This is an optimization exercise on Yosys and OpenROAD, whose aim is small area, a short achievable clock period and few clock cycles, not a production implementation.
In this exercise RTL edits were held to simulation tests only and were not proved equivalent to the original.
Power figures rest on the tool's default switching activity, not on a simulated workload.

### design/flow/config.mk
export PLATFORM = sky130hd
export DESIGN_NAME = RISC_V_Processor
export DESIGN_NICKNAME = RISC_V_Processor
export VERILOG_FILES = /design/flow/design.v
export SDC_FILE = /design/flow/constraint.sdc
export NUM_CORES = 8
export LEC_CHECK = 0
export CAP_MARGIN = 20
export CORE_MARGIN = 2
export CORE_UTILIZATION = 40
export SETUP_SLACK_MARGIN = 0.4
export SLEW_MARGIN = 20
### design/flow/constraint.sdc
create_clock -name core_clock -period 12.5 [get_ports {clk}]
set_input_delay 2.5000 -clock core_clock [delete_from_list [all_inputs] [get_ports {clk}]]
set_output_delay 2.5000 -clock core_clock [all_outputs]
set_load 0.01 [all_outputs]
### design/flow/design.v
module Program_Counter(
    input  clk, reset, 
    input  [63:0] PC_In,
    output reg [63:0] PC_Out
);
    always @(posedge clk or posedge reset)
        if (reset == 1'b1)
            PC_Out <= 64'b0;
        else
            PC_Out <= PC_In;
endmodule
module Adder(
    input  [63:0] a,
    input  [63:0] b,
    output [63:0] c
);
    assign c = a + b;
endmodule
module MUX(
    input [63:0] A,
    input [63:0] B,
    output [63:0] O,
    input S
);
assign O = (S==1'b1) ? A: B;
endmodule
module MUX_3_1(
    input [63:0] A,
    input [63:0] B,
    input [63:0] C,
    output [63:0] O,
    input [1:0] S
);
assign O = (S==2'b00) ? A: (S==2'b01) ? B: C;
endmodule
module immediate_generator(
    input [31:0] instruction,
    output wire [63:0] immed_value
);
MUX_3_1 m1(
        .A({{52{instruction[31]}},instruction[31:20]}),
        .B({{52{instruction[31]}},instruction[31:25], instruction[11:7]}),
        .C({{52{instruction[31]}},instruction[31], instruction[7], instruction[30:25], instruction[11:8]}),
        .O(immed_value), .S(instruction[6:5])
    );
endmodule
module instruction_parser (
    input [31: 0] instruction,
    output [ 6: 0] opcode,
    output [11: 7] rd,
    output [14:12] funct3,
    output [19:15] rs1,
    output [24:20] rs2,
    output [31:25] funct7
);
    assign opcode = instruction [ 6: 0];
    assign rd     = instruction [11: 7];
    assign funct3 = instruction [14:12];
    assign rs1    = instruction [19:15];
    assign rs2    = instruction [24:20];
    assign funct7 = instruction [31:25];
endmodule
module registerFile (
    input  [63:0] WriteData,
    input  [4:0]  rs1,
    input  [4:0]  rs2,
    input  [4:0]  rd,
    input  RegWrite,
    input  clk,
    input  reset,
    output reg [63:0] ReadData1,
    output reg [63:0] ReadData2
);
    wire [63:0] registers [31:0];
    assign registers[0] = 64'd0;
    always @(*) begin
        ReadData1 = (reset == 1'b1) ? 64'd0 : registers[rs1];
        ReadData2 = (reset == 1'b1) ? 64'd0 : registers[rs2];
    end
    genvar i;
    generate
        for (i = 1; i < 32; i = i + 1) begin : gen_reg
            reg [63:0] r;
            always @(posedge clk or posedge reset) begin
                if (reset == 1'b1)
                    r <= i;
                else if (RegWrite == 1'b1 && rd == i)
                    r <= WriteData;
            end
            assign registers[i] = r;
        end
    endgenerate
endmodule
module Control_Unit(
    input  [6:0] Opcode,
    output reg Branch, MemRead, MemtoReg, MemWrite, ALUSrc, RegWrite,
    output reg [1:0] ALUOp
);
    always@(*) begin    
      case(Opcode)
        7'b0110011:
        begin                        
          ALUSrc   = 1'b0 ; 
          MemtoReg = 1'b0 ; 
          RegWrite = 1'b1 ; 
          MemRead  = 1'b0 ; 
          MemWrite = 1'b0 ; 
          Branch   = 1'b0 ; 
          ALUOp    = 2'b10;
        end
        7'b0000011:
        begin                        
          ALUSrc   = 1'b1 ; 
          MemtoReg = 1'b1 ; 
          RegWrite = 1'b1 ; 
          MemRead  = 1'b1 ; 
          MemWrite = 1'b0 ; 
          Branch   = 1'b0 ; 
          ALUOp    = 2'b00;
        end
        7'b0100011:
        begin                         
          ALUSrc   = 1'b1 ; 
          MemtoReg = 1'b0 ; 
          RegWrite = 1'b0 ; 
          MemRead  = 1'b0 ; 
          MemWrite = 1'b1 ; 
          Branch   = 1'b0 ; 
          ALUOp    = 2'b00;
        end
        7'b1100011:
        begin                         
          ALUSrc   = 1'b0 ; 
          MemtoReg = 1'b0 ; 
          RegWrite = 1'b0 ; 
          MemRead  = 1'b0 ; 
          MemWrite = 1'b0 ; 
          Branch   = 1'b1 ; 
          ALUOp    = 2'b01;
        end
        7'b0010011: begin          
          ALUSrc = 1'b1; 
          MemtoReg = 1'b0; 
          RegWrite = 1'b1; 
          MemRead = 1'b0; 
          MemWrite = 1'b0; 
          Branch = 1'b0; 
          ALUOp = 2'b00;
        end
        default: begin            
          ALUSrc = 1'b0; 
          MemtoReg = 1'b0; 
          RegWrite = 1'b0; 
          MemRead = 1'b0; 
          MemWrite = 1'b0; 
          Branch = 1'b0; 
          ALUOp = 2'b00;
        end
      endcase
    end
endmodule
module ALU_Control(
    input  [1:0] ALUOp,
    input  [3:0] Funct,
    output reg [3:0] Operation
);
    always @(ALUOp, Funct) begin
        Operation = 4'b0010;
        if(ALUOp == 2'b00)
          Operation = 4'b0010;
        else if(ALUOp == 2'b01)
          Operation = 4'b0110;
        else if(ALUOp == 2'b10) begin
          if      (Funct == 4'b0000)
              Operation = 4'b0010;
          else if (Funct == 4'b1000)
              Operation = 4'b0110;
          else if (Funct == 4'b0111)
              Operation = 4'b0000;
          else if (Funct == 4'b0110)
              Operation = 4'b0001;
        end
    end
endmodule
module ALU_64_bit(
    input  [63:0] A,
    input  [63:0] B,
    input  [ 3:0] Operation, 
    output reg [63:0] O, 
    output reg Zero
);
    always@(*)
        begin
            case (Operation)
                4'd0:     O = A & B; 
                4'd1:     O = A | B; 
                4'd2:     O = A + B; 
                4'd6:     O = A - B; 
                default:  O =~(A|B);
            endcase
            Zero = (O == 64'b0) ? 1'b1 : 1'b0;
        end
endmodule
module RISC_V_Processor(
    input clk, reset,
    output [63:0] Inst_address,
    input  [31:0] Inst_data,
    output [63:0] Mem_Addr,
    output [63:0] Mem_WriteData,
    output        Mem_Write,
    output        Mem_Read,
    input  [63:0] Mem_ReadData
);
    wire [63: 0] PC_Out, ReadData1, ReadData2, WriteData, ALUresult, imm_data, ReadDataMem;
    wire [63: 0] Adder1Out, Adder2Out, MuxBranchOut, MuxALUOut, MuxMemOut;
    wire [31: 0] instruction;
    wire [ 6: 0] Opcode, funct7;
    wire [ 4: 0] rs1, rs2, rd;
    wire [ 3: 0] Funct, Operation;
    wire [ 2: 0] funct3;
    wire [ 1: 0] ALUOp;
    wire Branch, MemRead, MemtoReg, MemWrite, ALUSrc, RegWrite, Zero;
    Program_Counter PC(
            .clk(clk),
            .reset(reset),
            .PC_In(MuxBranchOut),
            .PC_Out(PC_Out)
        );
    immediate_generator Igen(
            .instruction(instruction),
            .immed_value(imm_data)
        );
    Adder add1(
            .a(64'd4),
            .b(PC_Out),
            .c(Adder1Out)
        );
    Adder add2(
            .a(PC_Out),
            .b(imm_data << 1),
            .c(Adder2Out)
        );
    MUX muxBranch(
            .A(Adder2Out),
            .B(Adder1Out),
            .O(MuxBranchOut),
            .S(Branch&Zero)
        );
    assign Inst_address = PC_Out;
    assign instruction  = Inst_data;
    Control_Unit c1(
            .Opcode(Opcode),
            .Branch(Branch), 
            .MemRead(MemRead), 
            .MemtoReg(MemtoReg), 
            .MemWrite(MemWrite), 
            .ALUSrc(ALUSrc), 
            .RegWrite(RegWrite), 
            .ALUOp(ALUOp)
        );
    instruction_parser iParser(
            .instruction(instruction),
            .opcode(Opcode),
            .rd(rd),
            .rs1(rs1),
            .rs2(rs2),
            .funct3(funct3),
            .funct7(funct7)
        );
    registerFile rFile(
            .WriteData(MuxMemOut), 
            .rs1(rs1), 
            .rs2(rs2), 
            .rd(rd), 
            .clk(clk), 
            .reset(reset), 
            .RegWrite(RegWrite), 
            .ReadData1(ReadData1), .ReadData2(ReadData2)
        );
    ALU_Control ac1(
            .ALUOp(ALUOp),
            .Funct({instruction[30], funct3}),
            .Operation(Operation)
        );
    MUX muxALUSrc(
            .B(ReadData2),
            .A(imm_data),
            .O(MuxALUOut),
            .S(ALUSrc)
        );
    ALU_64_bit ALU64(
            .A(ReadData1),
            .B(MuxALUOut), 
            .O(ALUresult), 
            .Zero(Zero), 
            .Operation(Operation)
        );
    assign Mem_Addr      = ALUresult;
    assign Mem_WriteData = ReadData2;
    assign Mem_Write     = MemWrite;
    assign Mem_Read      = MemRead;
    assign ReadDataMem   = Mem_ReadData;
    MUX muxMemory(
            .A(ReadDataMem),
            .B(ALUresult),
            .O(MuxMemOut),
            .S(MemtoReg)
        );
endmodule
### design/flow/run.sh
#!/bin/bash
# synth_recipe.tcl (not shown) runs the flow's synth.tcl, then flattens the netlist and writes it again
# the make line also repeats each setting of config.mk as NAME=value (left out here)
make -C /OpenROAD-flow-scripts/flow DESIGN_CONFIG=/design/flow/config.mk WORK_HOME=/design/flow/orfs CLKGATE_MAP_FILE= SYNTH_SCRIPT=/design/flow/synth_recipe.tcl finish
==> impl_metrics.tcl <==
set metrics [dict create \
    wire_per_inst_um 40.7 \
    antenna_found_initial 60 \
    drt_iter0_drc 23000 \
    cellPowerDensity_nw_per_um2 142 \
    yosysTopAreaCell "dfrtp_1" \
    viasPerCell 6.99 \
    path_class "in -> out" \
    timing.fmax_mhz 82.2 \
    place_congestion 1.06 \
    netlist_area_um2 109000 \
    synth_flop_cell "dfrtp_1" \
    rows 191 \
    rsz0062_at_grt "true" \
    die_w_um 527 \
    cap_violations 0 \
    r2r_cells 39 \
    hold_class "reg -> reg" \
    status "timing/DRC/antenna clean" \
    cp_max_fo 5 \
    die_area_um2 278000 \
    min_path_cells 2 \
    yosysWarnings 5 \
    r2r_start "rFile.gen_reg[4].r[19]" \
    ios 292 \
    timing.hold.ws_ns 0.502 \
    synth-edff-count 0 \
    clock_latency_ns 1.00 \
    clockPowerShare_pct 37.6 \
    final_cell_mix "nand2_1, o21ai_0, dfrtp_1" \
    totalWireLength_mm 699 \
    synth_top_area_share_pct 45.0 \
    hold_viol_final 0 \
    drc 0 \
    cts_tree "yes" \
    setup_viol 0 \
    pwr-share-comb_pct 25.3 \
    numPortBuffers 290 \
    fin_crit_sh_pct 97.3 \
    finalWorstSetupSlack_ns 0.333 \
    internal_power_w 0.0125 \
    clkSlewWorstSetupHoldPaths_ns 0.06 \
    ir_drop_v 0.000114 \
    multiInputGateArea_um2 55600 \
    cp.arrival_ns 9.67 \
    fillCellCount 25700 \
    finalPower_w 0.0192 \
    rrSetupSlack_ns 3.57 \
    async_flop_share_pct 100 \
    min-delay-start "rFile.gen_reg[12].r[3]" \
    cp-end-kind "output port" \
    final_cell_area_um2 135000 \
    firstDrtPassIters 13 \
    floorplan.initialDensity_pct 40.3 \
    cp_common_cell "buf_6" \
    grt.total_usage_pct 48.8 \
    syn-num-nets 12800 \
    seq_area_um2 51300 \
    dpl_cell_area_um2 125000 \
    avgSynthCellArea_um2 8.69 \
    power.leakage_nw 61.8 \
    power.switching_w 0.00669 \
    pre_cts_ws_ns -1.01 \
    dpl.hpwl_mm 461 \
    yosys-top-cells-area "dfrtp_1, o21ai_0, a22oi_1, nand2_1, clkbuf_1" \
    period_needed_ns 12.17 \
    cp.required_ns 10.00 \
    clockBufferDepth 4 \
    clock-skew-final_ns 0.108 \
    synth_cells 12600 \
    max_stage_delay_ns 0.53 \
    mostFrequentLayoutCell "nand2_1" \
    grt_pass1_vias 111000 \
    postRouteAntennaNets 0 \
    grt_max_degree 167 \
    grt-ovfl-total 0 \
    dieHeight_um 527 \
    critPathSlowestCell "or4_4" \
    ys_seq_area_share_pct 46.9 \
    nets 13600 \
    p_seq_share_pct 37.1 \
    cts.sinks 2047 \
    grt_pass1_wl_mm 945 \
    vias 120000 \
    synth_seq_cells 2047 \
    crit_path_start_kind "input port" \
    syn2layout_area_growth_pct 23.6 \
    cts_root_buffer "clkbuf_16" \
    slew_headroom_pct 14.4 \
    critPathLaunch "Inst_data[22]" \
    ys_types 87 \
    htree_levels 4 \
    cts_made_buffers 229 \
    worst_slew_pin_slew_ns 1.28 \
    netSwitchingFraction_pct 34.8 \
    core_area_um2 271000 \
    slew_viol_final 0 \
    drive_above_1_share_pct 17.3 \
]
[flip-flops by register name (all words and copies together) (netlist names)]
signal,flops
PC.PC_Out,63
rFile.gen.r,1984
[critical path, delay by kind of cell]
family | cells | cell delay (ns)
AO/OA/AOI/OAI | 11 | 2.10
XOR/XNOR | 2 | 0.26
adder cells (fa/ha/maj) | 1 | 0.36
buffers and inverters | 7 | 0.91
multiplexers | 2 | 0.49
AND/OR/NAND/NOR | 11 | 3.02
[cells by family (layout without fill, tap and decap cells)]
logic type	after synthesis	after routing	synth area share [%]
compound gates	4359	4359	25.1
xor+xnor	224	224	1.81
fa+ha+maj	183	183	2.01
buf+inv	1261	2225	4.38
flops	2047	2047	46.9
mux	176	176	1.68
other cells	1	41	0.00343
simple gates	4328	4329	18.1
[through the flow]
| step | instances | TNS (ns) | util (%) |
|---|---|---|---|
| final | 17200 | 0 | 49.8 |
| after CTS | 17100 | 0 | 49.5 |
| after global routing | 17100 | 0 | 49.8 |
| after global placement | 16600 | -17.73 | 46.2 |
| after floorplan | 12600 | - | - |
| after detailed placement | 16600 | -15.20 | 46.2 |
[per-layer routing]
metal / up-vias / GRT usage [%] / wire, um
met1: 58400 / 62.8 / 259000
met2: 11100 / 66.5 / 272000
met3: 3116 / 21.2 / 111000
li1: 47300 / - / -
met4: 22 / 30.9 / 56700
met5: - / 0 / 150
[cell usage after synthesis, drive strengths merged (47+ instances only)]
cell,number
xor2,109
nand4,204
clkbuf,1063
inv,78
dfstp,80
ha,137
xnor2,114
and3,522
nor4,71
and2,70
a221oi,101
buf,119
mux2,47
nor3,121
nand3,301
mux2i,129
dfrtp,1967
a21o,82
a22oi,1329
a21oi,256
nor2,247
a22o,96
o21ai,2099
nand2,2555
a2111oi,148
[final cells by class]
type                       count  area share (%)
inverter                      79           0.223
clock buffer                 324            4.98
timing repair buffer        1720            11.5
multi-input combinational   9272            41.1
clock inverter               102           0.786
sequential                  2047            38.0
antenna                       40          0.0741
tap                         3570            3.31
[final timing paths]
| check | end |
|---|---|
| min in group asynchronous | rFile.gen_reg[29].r[7] |
| max reg2reg | PC.PC_Out[21] |
| max | Mem_Addr[63] |
| max in group asynchronous | rFile.gen_reg[24].r[29] |
| min reg2reg | rFile.gen_reg[12].r[3] |
| min | rFile.gen_reg[12].r[3] |
[what timing repair did]
action / in CTS / in global routing
setup endpoints to repair: 37 / 32
gates cloned: 5 / 0
pin swaps: 61 / 60
hold buffers: 0 / 0
resized for setup: 194 / 163
setup buffers: 37 / 17
endpoints found under the hold margin: 0 / 0
[power groups by stage]
stage	sequential [W]	combinational, W	clock (W)
6_report	0.00713	0.00485	0.00722
5_1_grt	0.00714	0.00502	0.00747
4_1_cts	0.00711	0.00458	0.00720
3_5_place_dp	0.00722	0.00451	0
3_3_place_gp	0.00722	0.00448	0
2_1_floorplan	0.00715	0.00205	0
Testbench counts, summed over its fixed seeds: cycles 63,650.

==> afterwards: timing with drivers on the ports <==
How much do the figures lean on ideal ports? The routed layout below was timed once more, with nothing changed but the port constraints. Step 1: set_driving_cell puts a clkbuf_16 on clk and a buf_2 on each other input, an assumption about the parent block. Step 2 moves the port delays by t, midway between the first and last clock arrival at a register: inputs arrive t later, outputs are due t later. That takes back most of the time a late clock gives input paths. Three values: no drivers, after step 1, after step 2; two values: the first two.
t (ns): 1.044
slack for setup (ns): 0.333 / 0.276 / 0.276
worst hold slack (ns): 0.502 / 0.502 / 0.502
After both steps this run still meets setup and hold. For this run, drivers alone change the setup slack by -0.057 ns; drivers and shift together by -0.057 ns.
